This is an optimization exercise on Yosys and OpenROAD, whose aim is small area and a short achievable clock period, not a production implementation. The RTL was checked by simulation tests, not by an equivalence proof against the original design. The clock port is modelled as an ideal driver; clocking choices that lean on that would not hold on a real chip. Power is estimated from default activity; no workload was simulated.

Setup of old:
## self_purging_adder
module self_purging_adder(clk, in1, in2, cin, J, sum, cout);
    parameter W = 32;
    parameter N = 6;
    input clk, J;
    input [N*W-1:0] in1, in2;
    input [N-1:0] cin;
    output [W-1:0] sum;
    output cout;
    function th4;   
        input [5:0] v;
        reg s1, m1, s2, m2;
        begin
            s1 = v[0] ^ v[1] ^ v[2];
            m1 = (v[0] & v[1]) | (v[2] & (v[0] | v[1]));
            s2 = v[3] ^ v[4] ^ v[5];
            m2 = (v[3] & v[4]) | (v[5] & (v[3] | v[4]));
            th4 = (m1 & m2) | ((m1 | m2) & s1 & s2);
        end
    endfunction
    reg  [N*W-1:0] E;
    wire [W:0] C;
    wire [W-1:0] G, P;
    wire [N*W-1:0] M;
    genvar i, k;
    generate
        for (i = 0; i < W; i = i + 1) begin : bit_
            wire [N-1:0] a, b, e, c, s, co;
            for (k = 0; k < N; k = k + 1) begin : mod_
                assign a[k] = in1[k*W+i];
                assign b[k] = in2[k*W+i];
                assign e[k] = E[k*W+i];
                assign c[k] = (i == 0) ? cin[k] : C[i];
                assign s[k] = a[k] ^ b[k] ^ c[k];
  ...
For scale: about 190 flip-flops, ~430 I/O pins, roughly 30000 µm² of cells after synthesis.
Settings: LEC_CHECK=0, CAP_MARGIN=20, CORE_MARGIN=2, CORE_UTILIZATION=40, SLEW_MARGIN=20; clock period 110.0 ns.
standard.sh (not shown) runs the stock make flow with config.mk's settings and CLKGATE_MAP_FILE= SYNTH_SCRIPT=/design/flow/synth_recipe.tcl, a recipe that flattens the netlist after the stock synthesis.
==> flow/flow/run.sh <==
#!/bin/bash
# Standard ORFS layout (the standard.sh), with the port buffers that
# global placement inserts on every input and output made sky130 buf_1
# cells instead of the default choice.
set -euo pipefail
export BUFFER_PORTS_ARGS="-buffer_cell sky130_fd_sc_hd__buf_1"
bash standard.sh "$@" > standard_flow.log 2>&1
Modified inputs, new compared to old
==> flow/run.sh (new file) <==
#!/bin/bash
# synth_recipe.tcl (not shown) runs the flow's synth.tcl, then flattens the netlist and writes it again
# the make line also repeats each setting of config.mk as NAME=value (left out here)
make -C /OpenROAD-flow-scripts/flow DESIGN_CONFIG=/design/flow/config.mk WORK_HOME=/design/flow/orfs CLKGATE_MAP_FILE= SYNTH_SCRIPT=/design/flow/synth_recipe.tcl finish
removed: flow/flow/run.sh
removed: flow/standard.sh
Notes after the runs:
No stage failed in new, and the final checks on the layout all came back clean.
Diff old -> new | later-pin clock latency in the skew report | decrease of 0.03 ns
new and old ended up with roughly the same worst hold slack.
new vs old: clock power down by a few percent
Worst setup slack for new is lower than for old.
new: power is 1.9% higher than what old reported.
old has a higher count of non-CTS buffers in the layout than new.
Summary of the comparison: sequential share of layout area is lower in new, relative to old.
Share of cell area taken by multi-input logic gates, new and old: larger value in old


## juniper
self_purging_adder, a different RTL version from the one above (not shown whole).
For scale: ~2200 cells after synthesis, about 190 flip-flops, roughly 430 I/O pins, ~22000 um2 of cells after synthesis.
// self_purging_adder
module self_purging_adder(clk, in1, in2, cin, J, sum, cout);
    parameter W = 32;
    parameter N = 6;
    input clk, J;
    input [N*W-1:0] in1, in2;
    input [N-1:0] cin;
    output [W-1:0] sum;
    output cout;
    function th4;   
        input [5:0] v;
        reg [1:0] c1, c2;
        begin
            c1 = v[0] + v[1] + v[2];
            c2 = v[3] + v[4] + v[5];
            th4 = (c1[1] & c2[1]) | ((c1[1] | c2[1]) & c1[0] & c2[0]);
        end
    endfunction
    reg  [N*W-1:0] E;        
    wire [N*W-1:0] En;
    wire [W:0] C;            
    wire [W-1:0] G, P;
    wire Jn = ~J;
    genvar i, k, l;
    generate
        for (i = 0; i < W; i = i + 1) begin : bit_
            wire [N-1:0] a, b, e, en;
            for (k = 0; k < N; k = k + 1) begin : mod_
                assign a[k] = in1[k*W+i];
                assign b[k] = in2[k*W+i];
                assign e[k] = E[k*W+i];
                assign En[k*W+i] = en[k];
            end
            if (i == 0) begin : b0
                wire [N-1:0] s = a ^ b ^ cin;
                wire [N-1:0] co = (a & b) | (cin & (a ^ b));
                assign sum[0] = th4(e & s);
                assign G[0] = th4(e & co);
                assign P[0] = 1'b0;
                for (k = 0; k < N; k = k + 1) begin : m0
                    assign en[k] = e[k] ? ((s[k] == sum[0]) & (co[k] == C[1])) : J;
                end
            end else begin : bn
                wire nG, nP;
                assign G[i] = ~nG;
                assign P[i] = ~nP;
                self_purging_full_adder fa(.a(a), .b(b), .e(e), .C(C[i]), .Cn(C[i+1]),
                    .Jn(Jn), .nG(nG), .nP(nP), .sum(sum[i]), .en(en));
            end
        end
        wire [W-1:0] gg [0:5];
  ...
==> flow/config.mk <==
export PLATFORM = sky130hd
export DESIGN_NAME = self_purging_adder
export DESIGN_NICKNAME = self_purging_adder
export VERILOG_FILES = /design/flow/design.v
export SDC_FILE = /design/flow/constraint.sdc
export NUM_CORES = 4
export LEC_CHECK = 0
export CAP_MARGIN = 20
export CORE_MARGIN = 2
export CORE_UTILIZATION = 70
export SLEW_MARGIN = 20
export SYNTH_HIERARCHICAL = 1
export SYNTH_MINIMUM_KEEP_SIZE = 0
==> flow/constraint.sdc <==
create_clock -name core_clock -period 110.0 [get_ports {clk}]
set_input_delay 22.0000 -clock core_clock [delete_from_list [all_inputs] [get_ports {clk}]]
set_output_delay 22.0000 -clock core_clock [all_outputs]
set_load 0.01 [all_outputs]
==> flow/flow/run.sh <==
#!/bin/bash
# Standard ORFS layout (the standard.sh) with these changes:
#  - the port buffers that global placement puts on every input and output
#    are sky130 buf_1 cells instead of the default choice;
#  - right after floorplanning, every logic cell is set to the smallest
#    version of its function (downsize.tcl); the later repair steps size up
#    again where slew, load or timing need it;
#  - clock tree synthesis uses clkbuf_4/clkbuf_8 buffers and no dummy loads.
# Each step's full log is in orfs/logs/; make's own output is in
# standard_flow.log.
set -euo pipefail
here=$(pwd)
export BUFFER_PORTS_ARGS="-buffer_cell sky130_fd_sc_hd__buf_1"
export POST_FLOORPLAN_TCL="$here/flow/downsize.tcl"
export CTS_ARGS="-sink_clustering_enable -repair_clock_nets -dont_use_dummy_load -buf_list {sky130_fd_sc_hd__clkbuf_4 sky130_fd_sc_hd__clkbuf_8} -root_buf sky130_fd_sc_hd__clkbuf_8"
bash standard.sh "$@" > standard_flow.log 2>&1
==> flow/flow/downsize.tcl <==
# Area recovery after synthesis: set each combinational logic cell to the
# smallest-area version of its function (among equal areas, the strongest),
# unless the cell is on a path within $margin ns of the worst setup slack.
# Flip-flops, buffers and clock cells are left as they are; the later repair
# steps size cells up again where slew, load or timing need it.
set margin 1.0
set db [ord::get_db]
set block [[$db getChip] getBlock]
set best [dict create]
foreach lib [$db getLibs] {
  foreach m [$lib getMasters] {
    set name [$m getName]
    if { ![regexp {^(sky130_fd_sc_hd__[a-z0-9]+)_([0-9]+)$} $name -> base drive] } { continue }
    set area [expr { [$m getWidth] * [$m getHeight] }]
    if { [dict exists $best $base] } {
      lassign [dict get $best $base] barea bdrive
      if { $area > $barea || ($area == $barea && $drive <= $bdrive) } { continue }
    }
    dict set best $base [list $area $drive $m]
  }
}
set dont_use {}
if { [info exists ::env(DONT_USE_CELLS)] } { set dont_use $::env(DONT_USE_CELLS) }
set wns [expr { [sta::worst_slack_cmd max] * 1e9 }]
puts "downsize.tcl: worst setup slack before [format %.3f $wns] ns"
set n 0
set kept 0
set saved 0.0
foreach inst [$block getInsts] {
  set m [$inst getMaster]
  set name [$m getName]
  if { ![regexp {^(sky130_fd_sc_hd__([a-z0-9]+))_([0-9]+)$} $name -> base fn drive] } { continue }
  if { [regexp {^(df|edf|sdf|dl|buf|clk|tap|fill|decap|conb|diode|dly|ebuf|einv|probe|lpflow)} $fn] } { continue }
  if { ![dict exists $best $base] } { continue }
  lassign [dict get $best $base] barea bdrive new
  if { $new == $m } { continue }
  if { [lsearch -exact $dont_use [$new getName]] >= 0 } { continue }
  set old_area [expr { [$m getWidth] * [$m getHeight] }]
  if { $barea >= $old_area } { continue }
  set slack 1e30
  foreach pin [get_pins -of_objects [get_cells [$inst getName]]] {
    set s [get_property $pin slack_max]
    if { $s != "INF" && $s < $slack } { set slack $s }
  }
  if { $slack < $wns + $margin } { incr kept; continue }
  set saved [expr { $saved + ($old_area - $barea) / 1e6 }]
  $inst swapMaster $new
  incr n
}
set wns2 [expr { [sta::worst_slack_cmd max] * 1e9 }]
puts "downsize.tcl: $n cells set to a smaller version, [format %.1f $saved] um2 less; $kept near-critical cells kept; worst setup slack after [format %.3f $wns2] ns"
juniper ran to completion and came out clean on the timing, design-rule and antenna checks.
--- input diff juniper..harbor ---
- CORE_UTILIZATION now 60, was 70
diff --git a/flow/flow/downsize.tcl b/flow/flow/downsize.tcl
--- a/flow/flow/downsize.tcl
+++ b/flow/flow/downsize.tcl
@@ -4,5 +4,5 @@
 # Flip-flops, buffers and clock cells are left as they are; the later repair
 # steps size cells up again where slew, load or timing need it.
-set margin 1.0
+set margin 2.5
 set db [ord::get_db]
 set block [[$db getChip] getBlock]
==> comparison <==
- Reported for juniper and harbor, layout multi-input combinational cell count turned out identical to the last digit.
- For juniper, the master of the slowest instance on the critical path was sky130_fd_sc_hd__a211oi_1, unlike harbor, where it was sky130_fd_sc_hd__fa_1.
- In harbor the power density over the cells turned out about 0.66% lower than in juniper.
- Compared harbor against juniper; sequential share of cell area within noise.
[inputs] maple vs harbor
==> flow/flow/run.sh <==
#!/bin/bash
# Standard ORFS layout (the standard.sh) with these changes:
#  - the port buffers that global placement puts on every input and output
#    are sky130 buf_1 cells instead of the default choice;
#  - right after floorplanning, logic cells off the near-critical paths are
#    set to the smallest version of their function (downsize.tcl); the later
#    repair steps size up again where slew, load or timing need it;
#  - clock tree synthesis uses clkbuf_4/clkbuf_8 buffers and no dummy loads;
#  - after clock tree synthesis, repair_timing works on the top-level logic
#    only (the carry network that all bits share), aiming at more setup
#    slack than the standard flow does (post_cts.tcl).
# Each step's full log is in orfs/logs/; make's own output is in
# standard_flow.log.
set -euo pipefail
here=$(pwd)
export BUFFER_PORTS_ARGS="-buffer_cell sky130_fd_sc_hd__buf_1"
export POST_FLOORPLAN_TCL="$here/flow/downsize.tcl"
export CTS_ARGS="-sink_clustering_enable -repair_clock_nets -dont_use_dummy_load -buf_list {sky130_fd_sc_hd__clkbuf_4 sky130_fd_sc_hd__clkbuf_8} -root_buf sky130_fd_sc_hd__clkbuf_8"
export POST_CTS_TCL="$here/flow/post_cts.tcl"
bash standard.sh "$@" > standard_flow.log 2>&1
diff --git a/flow/flow/downsize.tcl b/flow/flow/downsize.tcl
--- a/flow/flow/downsize.tcl
+++ b/flow/flow/downsize.tcl
@@ -4,5 +4,5 @@
 # Flip-flops, buffers and clock cells are left as they are; the later repair
 # steps size cells up again where slew, load or timing need it.
-set margin 2.5
+set margin 1.0
 set db [ord::get_db]
 set block [[$db getChip] getBlock]
==> flow/flow/post_cts.tcl (new file) <==
# Setup repair of the shared carry network. The design's clock leaves tens
# of ns of slack, so the standard repair does nothing. Here every cell inside
# the per-bit modules (hierarchical names, with '/'), the port buffers and the
# clock tree are held fixed, and repair_timing is asked for $target ns of
# slack: it can only size up or buffer the top-level logic (the carry
# prefix network and bit 0), which all the slowest paths go through.
set target 63.0
estimate_parasitics -placement
puts "post_cts.tcl: worst setup slack before [format %.3f [expr {[sta::worst_slack_cmd max] * 1e9}]] ns"
set block [ord::get_db_block]
set held {}
foreach inst [$block getInsts] {
  set name [$inst getName]
  set m [[$inst getMaster] getName]
  if { [string first "/" $name] >= 0 || [string match "input*" $name] || [string match "output*" $name]
       || [string match "*clkbuf*" $m] || [string match "*dfxtp*" $m] || [string match "*tapvpwrvgnd*" $m] } {
    lappend held $inst
    $inst setDoNotTouch 1
  }
}
puts "post_cts.tcl: [llength $held] cells held fixed"
repair_timing -setup -setup_margin $target -sequence "sizeup,swap,buffer" -skip_last_gasp -verbose
foreach inst $held { $inst setDoNotTouch 0 }
detailed_placement
check_placement -verbose
estimate_parasitics -placement
puts "post_cts.tcl: worst setup slack after [format %.3f [expr {[sta::worst_slack_cmd max] * 1e9}]] ns"
report_design_area
## What came out
| clock insertion delay at the later pin of the skew report | maple vs harbor | ≈ equal |
Via count in maple vs harbor: up 411
The global-route usage in maple was higher than what harbor gave.
Compared to harbor, the router laid down more metal wire for maple.
STATUS violation count after the first detailed-route iteration: maple loses against harbor
Site row count came out exactly the same in maple and harbor.
Run comparison: maple critical-path cell with the highest stage delay sky130_fd_sc_hd__or4b_4; harbor critical-path cell with the highest stage delay sky130_fd_sc_hd__fa_1
maple — worst-case headroom to the max-slew limit 2.2 points higher, harbor as reference
Part of the power in the clock network in maple is 0.3 points below harbor.
Diff harbor -> maple | critical path depth | increase of 1
Detail-routed via count per cell across maple and harbor: no real change.
[inputs] xenon vs maple
diff --git a/flow/flow/run.sh b/flow/flow/run.sh
--- a/flow/flow/run.sh
+++ b/flow/flow/run.sh
@@ -4,10 +4,8 @@
 #    are sky130 buf_1 cells instead of the default choice;
 #  - right after floorplanning, logic cells off the near-critical paths are
-#    set to the smallest version of their function (downsize.tcl); the later
-#    repair steps size up again where slew, load or timing need it;
+#    set to the smallest version of their function (downsize.tcl);
 #  - clock tree synthesis uses clkbuf_4/clkbuf_8 buffers and no dummy loads;
-#  - after clock tree synthesis, repair_timing works on the top-level logic
-#    only (the carry network that all bits share), aiming at more setup
-#    slack than the standard flow does (post_cts.tcl).
+#  - after clock tree synthesis, repair_timing sizes up the slowest paths
+#    (post_cts.tcl), aiming at more setup slack than the standard flow does.
 # Each step's full log is in orfs/logs/; make's own output is in
 # standard_flow.log.
==> flow/flow/post_cts.tcl <==
# Setup repair on the slowest paths: the design's clock leaves tens of ns of
# slack, so the standard repair does nothing; here repair_timing is asked for
# $target ns of slack, which makes it size up (and if need be buffer) the
# cells of the slowest paths, then the placement is legalised again.
set target 62.0
estimate_parasitics -placement
puts "post_cts.tcl: worst setup slack before [format %.3f [expr {[sta::worst_slack_cmd max] * 1e9}]] ns"
repair_timing -setup -setup_margin $target -sequence "sizeup,swap" -skip_last_gasp -verbose
detailed_placement
check_placement -verbose
estimate_parasitics -placement
puts "post_cts.tcl: worst setup slack after [format %.3f [expr {[sta::worst_slack_cmd max] * 1e9}]] ns"
report_design_area
Results
Cmp xenon vs maple: part of the power in combinational logic lower in xenon
Higher number of global-route vias before repair was reported by maple, not xenon.
Between xenon and maple, the worst max-slew margin expressed relative to the limit is higher for xenon.

-- re-timing with driven ports --
No port has a modelled driver above. Below, the same layouts with a new extraction and two added sets of constraints.
Step 1: set_driving_cell puts a clkbuf_16 on clk and a buf_2 on each other input, an assumption about the parent block.
Step 2, shift: input delay + t, output delay - t, t = (earliest + latest rising clock arrival at the registers) / 2. This alone moves slack from input paths to output paths.
Three values: ideal ports, drivers, drivers and shift; two values: the first two.
| run | t, ns | setup slack, ns | hold slack, ns | latest minus earliest clock arrival (ns) | slew at the worst register clock pin (ns) |
|---|---|---|---|---|---|
| old | 0.579 | 57.560 / 57.541 / 57.541 | 0.512 / 0.512 / 0.512 | 0.028 / 0.027 | 0.10 / 0.10 |
| new | 0.549 | 56.930 / 56.907 / 56.907 | 0.512 / 0.512 / 0.512 | 0.016 / 0.016 | 0.09 / 0.09 |
| juniper | 0.551 | 61.213 / 61.136 / 61.136 | 0.494 / 0.494 / 0.494 | 0.027 / 0.026 | 0.10 / 0.10 |
| harbor | 0.538 | 61.310 / 61.255 / 61.255 | 0.494 / 0.494 / 0.494 | 0.025 / 0.024 | 0.10 / 0.10 |
| maple | 0.543 | 62.178 / 62.124 / 62.124 | 0.492 / 0.492 / 0.492 | 0.029 / 0.030 | 0.10 / 0.10 |
| xenon | 0.540 | 61.753 / 61.732 / 61.732 | 0.494 / 0.494 / 0.494 | 0.027 / 0.027 | 0.10 / 0.10 |
After both steps setup and hold are still met in every run listed. For juniper, which loses most, drivers alone change the setup slack by -0.077 ns; drivers and shift together by -0.077 ns.
